This is an optimization exercise on Yosys and OpenROAD, whose aim is small area, a short achievable clock period and few clock cycles per item, not a production implementation.
The RTL was checked by simulation tests, not by an equivalence proof against the original design.

==> job 6686: inputs <==
## Polygon
module Polygon #(
    parameter HALF_EYE_ANGLE = 520
)
(
    input clk,
    input rst_n,
    output reg oReadReq,
    input iRAMBusy,
    output [19:0] oRAMAddr,
    input  [15:0] iRAMData,
    input [19:0] iRAMPointCount,
    output [13:0] oAddr,
    input signed [15:0] iMemData,
    input [13:0] iPointCount,
    input signed [15:0] iAlpha, iBeta, iGamma,
    input iUseRAM,
    input i3D,
    input iStart,
    output oFinish,
    input iLineDrawRead,
    output signed [15:0] oU1, oU2, oV1, oV2,
    output oPointValid,
    output oIsRed
);
export LEC_CHECK = 0
export CAP_MARGIN = 20
export CORE_MARGIN = 2
export CORE_UTILIZATION = 40
export SLEW_MARGIN = 20
create_clock -name core_clock -period 12.0 [get_ports {clk}]
standard.sh (not shown) runs the stock make flow with config.mk's settings and CLKGATE_MAP_FILE= SYNTH_SCRIPT=/design/flow/synth_recipe.tcl, a recipe that flattens the netlist after the stock synthesis.
==> flow/flow/run.sh <==
#!/bin/bash
set -euo pipefail
bash standard.sh SETUP_SLACK_MARGIN=9 finish > standard_flow.log 2>&1
==> job 7746: changes against job 6686 <==
--- a/flow/design.v
+++ b/flow/design.v
@@ -103,11 +103,11 @@
     L1y <= ly;
     P2x <= {L1x[15], L1x} - {L1y[15], L1y};
     P2y <= {L1y[15], L1y} + {L1x[15], L1x};
 end
 reg running;
-reg [14:1] oh;               
+reg [13:1] oh;               
 reg signed [16:0] x, y;
 reg signed [15:0] ang;
 reg [1:0] curT; reg curt;    
 reg curL;                    
 reg r1, r2, r3;              
@@ -116,11 +116,11 @@
 integer k;
 always @(*) begin
     atan = 16'sd0;
     shx = 17'sd0;
     shy = 17'sd0;
-    for (k = 1; k < 15; k = k + 1) begin
+    for (k = 1; k < 14; k = k + 1) begin
         if (oh[k]) begin
             shx = shx | (x >>> k);
             shy = shy | (y >>> k);
         end
     end
@@ -134,14 +134,24 @@
 end
 wire dpos = ~ang[15];
 wire signed [16:0] nx = dpos ? x - shy : x + shy;
 wire signed [16:0] ny = dpos ? y + shx : y - shx;
 wire signed [15:0] nang = dpos ? ang - atan : ang + atan;
-wire gfree;
-wire gacc = running && oh[14] && gfree;          
+reg qv;
+reg signed [16:0] qx, qy;
+reg qd;
+reg [1:0] qT; reg qt, qL;
+wire gfree;                  
+wire gacc = qv && gfree;
+wire qfree = !qv || gacc;
+wire hand = running && oh[13] && qfree;          
 wire canStart = upV && r3;
-wire startFire = canStart && (!running || gacc);
+wire startFire = canStart && (!running || hand);
+wire signed [16:0] qshy = qy >>> 14;
+wire signed [16:0] qshx = qx >>> 14;
+wire signed [16:0] fx = qd ? qx - qshy : qx + qshy;
+wire signed [16:0] fy = qd ? qy + qshx : qy - qshx;
 wire inFinal;
 always @(posedge clk or negedge rst_n) begin
     if (!rst_n) begin
         running <= 1'b0;
         up <= 3'd0;
@@ -171,11 +181,11 @@
         if (fetch) begin
             need <= need - 2'd1;
             ad <= ad + 14'd1;
             if (need == 2'd1) oReadReq <= 1'b0;
         end
-        if (gacc) running <= 1'b0;
+        if (hand) running <= 1'b0;
         if (startFire) begin
             running <= 1'b1;
             up <= nu;
             upV <= nuV;
             if (rEnd) pn2 <= pn2 + 14'd2;
@@ -195,17 +205,33 @@
         ang <= {{3{~uAng[13]}}, uAng[12:0]};     
         oh <= 14'd1;
         curT <= uT;
         curt <= ut;
         curL <= lastRnd;
-    end else if (running && !oh[14]) begin
+    end else if (running && !oh[13]) begin
         x <= nx;
         y <= ny;
         ang <= nang;
         oh <= {oh[13:1], 1'b0};
     end
 end
+always @(posedge clk or negedge rst_n) begin
+    if (!rst_n) qv <= 1'b0;
+    else if (!run) qv <= 1'b0;
+    else if (hand) qv <= 1'b1;
+    else if (gacc) qv <= 1'b0;
+end
+always @(posedge clk) begin
+    if (hand) begin
+        qx <= nx;
+        qy <= ny;
+        qd <= ~nang[15];
+        qT <= curT;
+        qt <= curt;
+        qL <= curL;
+    end
+end
 reg gbusy;
 reg [10:0] gh;               
 reg gord;                    
 reg [1:0] gT; reg gt, gL;
 reg signed [17:0] acc;
@@ -214,19 +240,34 @@
 wire gw1 = gh[5];
 wire gw2 = gh[10];
 assign gfree = !gbusy || gw2;
 wire dfree;                  
 wire gHold = gw1 && (gT == T_G) && !dfree;
-assign inFinal = (need == 2'd0) && !((|gh[5:0]) && (gT != T_G));
-wire gsecond = |gh[10:5];
-wire signed [16:0] gV = (gord ^ gsecond) ? gx : gy;
+reg [1:0] pw;
+assign inFinal = (need == 2'd0) && !((uT != T_A) && pw[ut]);
+always @(posedge clk or negedge rst_n) begin
+    if (!rst_n) pw <= 2'b00;
+    else if (!run) pw <= 2'b00;
+    else begin
+        if (gw1 && !gHold && gT != T_G) pw[gt] <= 1'b0;
+        if (hand && curT != T_G) pw[curt] <= 1'b1;
+    end
+end
+wire [10:0] ghN = gacc ? 11'd1 : gw2 ? 11'd0 : gHold ? gh : {gh[9:0], 1'b0};
+wire gordN = gacc ? (qT == T_G) : gord;
+reg cInit, cSh2, cSub, cUseX;
+always @(posedge clk) begin
+    cInit <= ghN[0] | ghN[5];
+    cSh2 <= ghN[0] | ghN[4] | ghN[5] | ghN[9];
+    cSub <= ghN[0] | ghN[1] | ghN[2] | ghN[5] | ghN[6] | ghN[7];
+    cUseX <= gordN ^ (|ghN[10:5]);
+end
+wire signed [16:0] gV = cUseX ? gx : gy;
 wire signed [17:0] gVin = {gV[16], gV};
-wire signed [17:0] gAin = (gh[0] | gh[5]) ? gVin : acc;
-wire gsub = gh[0] | gh[1] | gh[2] | gh[5] | gh[6] | gh[7];
-wire gsh2 = gh[0] | gh[4] | gh[5] | gh[9];
-wire signed [17:0] gsh = gsh2 ? (gAin >>> 2) : (gAin >>> 3);
-wire signed [17:0] gnext = gsub ? gsh - gVin : gsh + gVin;
+wire signed [17:0] gAin = cInit ? gVin : acc;
+wire signed [17:0] gsh = cSh2 ? (gAin >>> 2) : (gAin >>> 3);
+wire signed [17:0] gnext = cSub ? gsh - gVin : gsh + gVin;
 always @(posedge clk or negedge rst_n) begin
     if (!rst_n) begin
         gbusy <= 1'b0;
         gh <= 11'd0;
     end else if (!run) begin
@@ -244,16 +285,16 @@
         end
     end
 end
 always @(posedge clk) begin
     if (gacc) begin
-        gx <= nx;
-        gy <= ny;
-        gord <= (curT == T_G);
-        gT <= curT;
-        gt <= curt;
-        gL <= curL;
+        gx <= fx;
+        gy <= fy;
+        gord <= gordN;
+        gT <= qT;
+        gt <= qt;
+        gL <= qL;
     end
     if (gbusy && !gw2 && !gHold) acc <= gnext;
     if (gw1 && !gHold && gT != T_G) s2[gt] <= gres;      
     if (gw2) begin
         if (gT == T_A) s1[gt] <= gres;                   
==> flow/flow/run.sh (replaced) <==
#!/bin/bash
set -euo pipefail
bash standard.sh SETUP_SLACK_MARGIN=8 finish > standard_flow.log 2>&1
--- a/flow/config.mk
+++ b/flow/config.mk
@@ -7,5 +7,6 @@
 export LEC_CHECK = 0
 export CAP_MARGIN = 20
 export CORE_MARGIN = 2
 export CORE_UTILIZATION = 40
 export SLEW_MARGIN = 20
+export TNS_END_PERCENT = 5
==> summary of the runs <==
Of job 6686 and job 7746, job 7746 has the higher sequential share of layout area (gap 3.2 points). In job 6686 the area after synthesis is lower than in job 7746, by about 8%. Between job 7746 and job 6686, the lower wire length is in job 7746 (gap about 2%, measured against job 6686). Against job 7746, the register-to-register slack of job 6686 is higher by 80 ps. Of job 7746 and job 6686, job 6686 has the higher non-clock buffer count (gap 255). Core utilization: job 7746 is lower than job 6686 (5.0 points). Cell count: job 6686 is lower than job 7746 (about 2.3%). Job 6686 ran to the end with no violations. Job 7746 completed with no timing, DRC or antenna violations. Clock-buffer cell count: job 6686 is lower than job 7746 (1).
Testbench counts of job 6686, summed over its fixed seeds: cycles 198,397, lines 3,390.
Testbench counts of job 7746, summed over its fixed seeds: cycles 186,817, lines 3,390.

-- what the ideal ports hide --
How much do the figures lean on ideal ports? The routed layouts below were timed once more, with nothing changed but the port constraints.
Step 1 sets driving cells, clkbuf_16 on the clock port and buf_2 on the other inputs (assumed; they add their load-dependent delay and slew).
Step 2 moves the port delays by t, midway between the first and last clock arrival at a register: inputs arrive t later, outputs are due t later. That takes back most of the time a late clock gives input paths.
Slacks: ideal ports / drivers / drivers and shift; pairs: ideal ports / drivers.
run | shift t [ns] | setup WS [ns] | worst hold slack (ns)
job 6686 | 0.690 | 7.727 / 7.727 / 7.727 | 0.413 / 0.413 / 0.413
job 7746 | 0.703 | 7.648 / 7.648 / 7.296 | 0.405 / 0.405 / 0.405
After both steps setup and hold are still met in every run listed. The setup slack of job 7746, which loses most, moves by 0.000 ns with the drivers and by -0.352 ns with both steps.
